This design comes from an exercise in tuning for small area on the open sky130 flow, not from production work.
Only simulation tests tie the RTL to the original design; equivalence was not proved.
Power figures rest on the tool's default switching activity, not on a simulated workload.

Setup of trial 23:
==> flow/design.v <==
module axi_lite_pwm_motor #(
    parameter int unsigned AXI_ADDR_W          = 12,
    parameter int unsigned AXI_DATA_W          = 32,
    parameter int unsigned CNT_W               = 32,
    parameter int unsigned CHANNELS            = 4,
    parameter bit          APPLY_ON_PERIOD_END = 1'b1)
    (
    input   logic                           clk,
    input   logic                           rst_n,
    input   logic   [AXI_ADDR_W-1:0]        s_axil_awaddr,
    input   logic                           s_axil_awvalid,
    output  logic                           s_axil_awready,
    input   logic   [AXI_DATA_W-1:0]        s_axil_wdata,
    input   logic   [(AXI_DATA_W/8)-1:0]    s_axil_wstrb,
    input   logic                           s_axil_wvalid,
    output  logic                           s_axil_wready,
    output  logic   [1:0]                   s_axil_bresp,
    output  logic                           s_axil_bvalid,
    input   logic                           s_axil_bready,
    input   logic   [AXI_ADDR_W-1:0]        s_axil_araddr,
    input   logic                           s_axil_arvalid,
    output  logic                           s_axil_arready,
    output  logic   [AXI_DATA_W-1:0]        s_axil_rdata,
    output  logic   [1:0]                   s_axil_rresp,
    output  logic                           s_axil_rvalid,
    input   logic                           s_axil_rready,
    output  logic   [CNT_W-1:0]             cnt,
    output  logic                           period_end,
    output  logic   [CHANNELS-1:0]          pwm_o,
    output  logic   [CHANNELS-1:0]          in1_o,
    output  logic   [CHANNELS-1:0]          in2_o);
    typedef enum logic [3:0] {
        IDLE      = 4'd0,
        WAIT_DATA = 4'd1,
        WAIT_ADDR = 4'd2,
        WR_ISSUE  = 4'd3,
        WR_RSP    = 4'd4,
        WR_B      = 4'd5,
        RD_ISSUE  = 4'd6,
        RD_RSP    = 4'd7,
        RD_R      = 4'd8
    } state_t;
    state_t state, state_d;
    logic [4:0]  widx;
    logic [31:0] dreg;
    logic [3:0]  sreg;
    function automatic logic [4:0] enc_addr(input logic [11:0] a);
        if (a[11:7] == 5'd0 && a[1:0] == 2'd0)
            enc_addr = a[6:2];
        else
            enc_addr = 5'd7;
    endfunction
    logic [31:0] ctrl_sh, period_sh;
    logic [31:0] duty_sh [4];
    logic [3:0]  chen_sh, dir_sh, brake_sh, coast_sh;
    logic        en_a;
    logic [31:0] period_a;
    logic [31:0] duty_a [4];
    logic [3:0]  chen_a, dir_a, brake_a, coast_a;
    logic [3:0]  va_duty;
    logic        v_ctrl;
    logic [3:0]  v_duty;
    logic        pending;
    logic sel_ctrl, sel_period, sel_apply, sel_chen, sel_status, sel_cnt;
    logic sel_dir, sel_brake, sel_coast;
    logic [3:0] sel_duty;
    logic err;
    always_comb begin
        sel_ctrl   = (widx == 5'd0);
        sel_period = (widx == 5'd1);
        sel_apply  = (widx == 5'd2);
        sel_chen   = (widx == 5'd3);
        sel_status = (widx == 5'd4);
        sel_cnt    = (widx == 5'd5);
        for (int i = 0; i < 4; i++)
            sel_duty[i] = (widx == 5'(8 + i));
        sel_dir    = (widx == 5'd16);
        sel_brake  = (widx == 5'd17);
        sel_coast  = (widx == 5'd18);
        err = !(sel_ctrl | sel_period | sel_apply | sel_chen | sel_status | sel_cnt |
                (|sel_duty) | sel_dir | sel_brake | sel_coast);
    end
    logic wr, rd;
    assign wr = (state == WR_ISSUE);
    assign rd = (state == RD_ISSUE);
    function automatic logic lt32(input logic [31:0] a, input logic [31:0] b);
        logic c;
        c = 1'b0;
        for (int i = 0; i < 32; i++)
            c = (~a[i] & b[i]) | ((~a[i] | b[i]) & c);
        lt32 = c;
    endfunction
    function automatic logic lt13(input logic [12:0] a, input logic [12:0] b);
        logic c;
        c = 1'b0;
        for (int i = 0; i < 13; i++)
            c = (~a[i] & b[i]) | ((~a[i] | b[i]) & c);
        lt13 = c;
    endfunction
    logic        pzero, phigh;
    logic [31:0] peff;       
    logic [31:0] cnt_inc;
    logic        at_end, over, wrap;
    assign phigh   = (period_a[31:13] != 19'd0);
    assign pzero   = !phigh && (period_a[12:0] == 13'd0);
    assign peff    = pzero ? 32'd5000 : ((period_a == 32'd1) ? 32'd2 : period_a);
    assign cnt_inc = cnt + 32'd1;
    assign at_end  = (cnt_inc == peff);
    assign over    = !phigh && !lt13(cnt[12:0], peff[12:0]);    
    assign wrap    = at_end || over;
    assign period_end = en_a && at_end;
    logic apply_pulse, safe, commit;
    assign apply_pulse = wr && sel_apply && sreg[0] && dreg[0];
    assign safe        = en_a && !pzero;
    assign commit      = (apply_pulse || pending) && (!safe || period_end);
    always_ff @(posedge clk or negedge rst_n) begin
        if (!rst_n)
            cnt <= '0;
        else if (!en_a || wrap)
            cnt <= '0;
        else
            cnt <= cnt_inc;
    end
    always_comb begin
        state_d = state;
        case (state)
            IDLE:
                if (s_axil_awvalid && s_axil_wvalid) state_d = WR_ISSUE;
                else if (s_axil_awvalid)             state_d = WAIT_DATA;
                else if (s_axil_wvalid)              state_d = WAIT_ADDR;
                else if (s_axil_arvalid)             state_d = RD_ISSUE;
            WAIT_DATA: if (s_axil_wvalid)  state_d = WR_ISSUE;
            WAIT_ADDR: if (s_axil_awvalid) state_d = WR_ISSUE;
            WR_ISSUE:  state_d = WR_RSP;
            WR_RSP:    state_d = WR_B;
            WR_B:      if (s_axil_bready) state_d = IDLE;
            RD_ISSUE:  state_d = RD_RSP;
            RD_RSP:    state_d = RD_R;
            RD_R:      if (s_axil_rready) state_d = IDLE;
            default:   state_d = IDLE;
        endcase
    end
    always_ff @(posedge clk or negedge rst_n) begin
        if (!rst_n)
            state <= IDLE;
        else
            state <= state_d;
    end
    assign s_axil_awready = (state == IDLE) || (state == WAIT_ADDR);
    assign s_axil_wready  = (state == IDLE) || (state == WAIT_DATA);
    assign s_axil_arready = (state == IDLE);
    assign s_axil_bvalid  = (state == WR_B);
    assign s_axil_rvalid  = (state == RD_R);
    assign s_axil_bresp   = {err, 1'b0};
    assign s_axil_rresp   = {err, 1'b0};
    assign s_axil_rdata   = dreg;
    logic [31:0] rmux;
    logic        rd_ctrl;
    logic [3:0]  rd_duty;
    logic        rd_period, rd_cnt, rd_chen, rd_dir, rd_brake, rd_coast, rd_status;
    assign rd_ctrl   = rd & sel_ctrl & v_ctrl;
    assign rd_duty   = {4{rd}} & sel_duty & v_duty;
    assign rd_period = rd & sel_period;
    assign rd_cnt    = rd & sel_cnt;
    assign rd_chen   = rd & sel_chen;
    assign rd_dir    = rd & sel_dir;
    assign rd_brake  = rd & sel_brake;
    assign rd_coast  = rd & sel_coast;
    assign rd_status = rd & sel_status;
    always_comb begin
        rmux = '0;
        for (int b = 0; b < 32; b++) begin
            rmux[b] = (rd_ctrl & ctrl_sh[b]) | (rd_period & period_sh[b]) | (rd_cnt & cnt[b]) |
                      (rd_duty[0] & duty_sh[0][b]) | (rd_duty[1] & duty_sh[1][b]) |
                      (rd_duty[2] & duty_sh[2][b]) | (rd_duty[3] & duty_sh[3][b]);
        end
        for (int b = 0; b < 4; b++) begin
            rmux[b] = rmux[b] | (rd_chen & chen_sh[b]) | (rd_dir & dir_sh[b]) |
                      (rd_brake & brake_sh[b]) | (rd_coast & coast_sh[b]);
        end
        rmux[0] = rmux[0] | (rd_status & period_end);
        rmux[1] = rmux[1] | (rd_status & pending);
        rmux[2] = rmux[2] | (rd_status & en_a);
    end
    logic [31:0] wmask;
    assign wmask = {{8{s_axil_wstrb[3]}}, {8{s_axil_wstrb[2]}}, {8{s_axil_wstrb[1]}}, {8{s_axil_wstrb[0]}}};
    always_ff @(posedge clk) begin
        if (s_axil_awready)
            widx <= s_axil_awvalid ? enc_addr(s_axil_awaddr) : enc_addr(s_axil_araddr);
        if (s_axil_wready)
            sreg <= s_axil_wstrb;
        if (s_axil_wready || rd)
            dreg <= ({32{s_axil_wready}} & s_axil_wdata & wmask) | rmux;
    end
    function automatic logic [31:0] merge(input logic [31:0] o, input logic [31:0] n, input logic [3:0] s);
        for (int b = 0; b < 4; b++)
            merge[8*b +: 8] = s[b] ? n[8*b +: 8] : o[8*b +: 8];
    endfunction
    logic [31:0] dm;
    assign dm = dreg;
    always_ff @(posedge clk or negedge rst_n) begin
        if (!rst_n) begin
            v_ctrl <= 1'b0;
            v_duty <= '0;
        end else if (wr) begin
            if (sel_ctrl) v_ctrl <= 1'b1;
            for (int i = 0; i < 4; i++)
                if (sel_duty[i]) v_duty[i] <= 1'b1;
        end
    end
    always_ff @(posedge clk) begin
        for (int b = 0; b < 4; b++) begin
            if (wr && sel_ctrl && (sreg[b] || !v_ctrl))
                ctrl_sh[8*b +: 8] <= dm[8*b +: 8];
            for (int i = 0; i < 4; i++)
                if (wr && sel_duty[i] && (sreg[b] || !v_duty[i]))
                    duty_sh[i][8*b +: 8] <= dm[8*b +: 8];
        end
    end
    always_ff @(posedge clk or negedge rst_n) begin
        if (!rst_n) begin
            period_sh <= '0;
            chen_sh   <= '0;
            dir_sh    <= '0;
            brake_sh  <= '0;
            coast_sh  <= '0;
        end else if (wr) begin
            if (sel_period) period_sh <= merge(period_sh, dreg, sreg);
            if (sel_chen && sreg[0])  chen_sh  <= dreg[3:0];
            if (sel_dir && sreg[0])   dir_sh   <= dreg[3:0];
            if (sel_brake && sreg[0]) brake_sh <= dreg[3:0];
            if (sel_coast && sreg[0]) coast_sh <= dreg[3:0];
        end
    end
    always_ff @(posedge clk or negedge rst_n) begin
        if (!rst_n) begin
            en_a    <= 1'b0;
            dir_a   <= '0;
            brake_a <= '0;
            coast_a <= '0;
            pending <= 1'b0;
        end else begin
            if (commit) begin
                en_a    <= v_ctrl & ctrl_sh[0];
                dir_a   <= dir_sh;
                brake_a <= brake_sh;
                coast_a <= coast_sh;
                pending <= 1'b0;
            end else if (apply_pulse && safe) begin
                pending <= 1'b1;
            end
        end
    end
    always_ff @(posedge clk) begin
        if (commit) begin
            period_a <= period_sh;
            chen_a   <= chen_sh;
            va_duty  <= v_duty;
            for (int i = 0; i < 4; i++)
                duty_a[i] <= duty_sh[i];
        end
    end
    always_comb begin
        for (int i = 0; i < 4; i++) begin
            logic raw;
            raw      = en_a && chen_a[i] && va_duty[i] && !over && lt32(cnt, duty_a[i]);
            pwm_o[i] = brake_a[i] | coast_a[i] | raw;
            in1_o[i] = brake_a[i] | (!coast_a[i] & dir_a[i]);
            in2_o[i] = brake_a[i] | (!coast_a[i] & !dir_a[i]);
        end
    end
endmodule
export LEC_CHECK = 0
export ABC_AREA = 1
export CAP_MARGIN = 0
export CORE_MARGIN = 2
export CORE_UTILIZATION = 40
export SLEW_MARGIN = 0
create_clock -name core_clock -period 12.0 [get_ports {clk}]
standard.sh (not shown) runs the stock make flow with config.mk's settings and CLKGATE_MAP_FILE= SYNTH_SCRIPT=/design/flow/synth_recipe.tcl, a recipe that flattens the netlist after the stock synthesis.
==> flow/flow/run.sh <==
#!/bin/bash
# Layout flow: the standard ORFS flow (standard.sh) with these changes to
# how the layout is made (the design, constraints and registers are unchanged):
#  - synthesis maps the logic with an area-oriented ABC script (flow/abc_area.script)
#    in place of ORFS's; everything else in synthesis is the standard script
#  - port buffers use the smallest buffer (sky130_fd_sc_hd__buf_1)
#  - CTS builds fewer, larger sink clusters and inserts no dummy loads
# The make output goes to flow_make.log here; ORFS keeps each step's log in orfs/logs.
set -euo pipefail
WORK=$PWD
rm -rf "$WORK/scripts_local"
cp -r "$FLOW_HOME/scripts" "$WORK/scripts_local"
cp "$WORK/flow/abc_area.script" "$WORK/scripts_local/abc_area.script"
bash standard.sh \
  SCRIPTS_DIR="$WORK/scripts_local" \
  ABC_AREA=1 \
  BUFFER_PORTS_ARGS="-buffer_cell sky130_fd_sc_hd__buf_1" \
  CTS_ARGS="-sink_clustering_enable -repair_clock_nets -dont_use_dummy_load -buf_list sky130_fd_sc_hd__clkbuf_16 -sink_clustering_size 30 -sink_clustering_max_diameter 100" \
  finish > "$WORK/flow_make.log" 2>&1
==> flow/flow/abc_area.script <==
strash
&get -n
&fraig -x
&put
scorr
dc2
strash
&get -n
&dc2
&dch -f
&nf -R 1000 -C 32 -F 8
&put
topo
dnsize -c
## Diff of input files: trial 60 against trial 23
-- flow/design.v --
<<< trial 23, line 57
    logic [31:0] period_a;
    logic [31:0] duty_a [4];
    logic [3:0]  chen_a, dir_a, brake_a, coast_a;
    logic [3:0]  va_duty;
    logic        v_ctrl;
    logic [3:0]  v_duty;
>>> trial 60, line 57
    logic [31:0] period_a;
    logic [31:0] duty_a [4];
    logic [3:0]  chen_a;
    logic [3:0]  mode_a, dir1_a;     
    logic        v_ctrl;
    logic [3:0]  v_duty;
<<< trial 23, line 236
        if (!rst_n) begin
            en_a    <= 1'b0;
            dir_a   <= '0;
            brake_a <= '0;
            coast_a <= '0;
            pending <= 1'b0;
        end else begin
            if (commit) begin
                en_a    <= v_ctrl & ctrl_sh[0];
                dir_a   <= dir_sh;
                brake_a <= brake_sh;
                coast_a <= coast_sh;
                pending <= 1'b0;
            end else if (apply_pulse && safe) begin
>>> trial 60, line 236
        if (!rst_n) begin
            en_a    <= 1'b0;
            mode_a  <= '0;
            dir1_a  <= '0;
            pending <= 1'b0;
        end else begin
            if (commit) begin
                en_a    <= v_ctrl & ctrl_sh[0];
                mode_a  <= brake_sh | coast_sh;
                dir1_a  <= brake_sh | (~coast_sh & dir_sh);
                pending <= 1'b0;
            end else if (apply_pulse && safe) begin
<<< trial 23, line 255
        if (commit) begin
            period_a <= period_sh;
            chen_a   <= chen_sh;
            va_duty  <= v_duty;
            for (int i = 0; i < 4; i++)
                duty_a[i] <= duty_sh[i];
>>> trial 60, line 253
        if (commit) begin
            period_a <= period_sh;
            chen_a   <= chen_sh & v_duty;    
            for (int i = 0; i < 4; i++)
                duty_a[i] <= duty_sh[i];
<<< trial 23, line 264
        for (int i = 0; i < 4; i++) begin
            logic raw;
            raw      = en_a && chen_a[i] && va_duty[i] && !over && lt32(cnt, duty_a[i]);
            pwm_o[i] = brake_a[i] | coast_a[i] | raw;
            in1_o[i] = brake_a[i] | (!coast_a[i] & dir_a[i]);
            in2_o[i] = brake_a[i] | (!coast_a[i] & !dir_a[i]);
        end
    end
>>> trial 60, line 261
        for (int i = 0; i < 4; i++) begin
            logic raw;
            raw      = en_a && chen_a[i] && !over && lt32(cnt, duty_a[i]);
            pwm_o[i] = mode_a[i] | raw;
            in1_o[i] = dir1_a[i];
            in2_o[i] = !(mode_a[i] ^ dir1_a[i]);
        end
    end
==> results.txt <==
Diff trial 23 -> trial 60: fraction of the mapped netlist area in compound gates has increased; combinational share of power has remained practically unchanged.
Compared with trial 23, trial 60 shows a lower post-route standard cell area excluding fillers.
The run showing the greater vertical extent of the die is trial 23.
[compare] base=trial 23 new=trial 60: minimum clock period now larger; total power dropped about 1.5%.
Critical path's largest stage delay delta for trial 60 relative to trial 23: 0.15 ns higher
Between trial 23 and trial 60, the first-pass GRT wire length is lower for trial 60.
Taking trial 23 as the reference point, the number of global-route vias before repair of trial 60 falls by 205.
Compare trial 23 and trial 60 | reg-to-reg setup timing slack lower: trial 60
Trial 23 → trial 60: non-clock buffer count shrank by 0.59%; maximum clock rate closely matched the old numbers; routed wire length down 2.5%.

## static timing again, ports no longer ideal
Ports are ideal in the flow. The routed layouts listed here were re-timed in OpenROAD. Step 1: set_driving_cell puts a clkbuf_16 on clk and a buf_2 on each other input, an assumption about the parent block. Step 2 times the ports against the registers' clock, not the clock port: input delays grow and output delays shrink by t, the midpoint of the rising clock arrivals with the driver on. Three values: ideal, step 1, step 2; two values: the first two.
| run | t (ns) | slack for setup (ns) | hold slack, ns | cell pins on the clock port's net |
|---|---|---|---|---|
| trial 23 | 0.585 | 2.969 / 2.919 / 3.505 | 0.436 / 0.436 / 0.436 | 1 |
| trial 60 | 0.580 | 2.955 / 2.904 / 3.484 | 0.410 / 0.410 / 0.410 | 1 |
After both steps setup and hold are still met in every run listed.
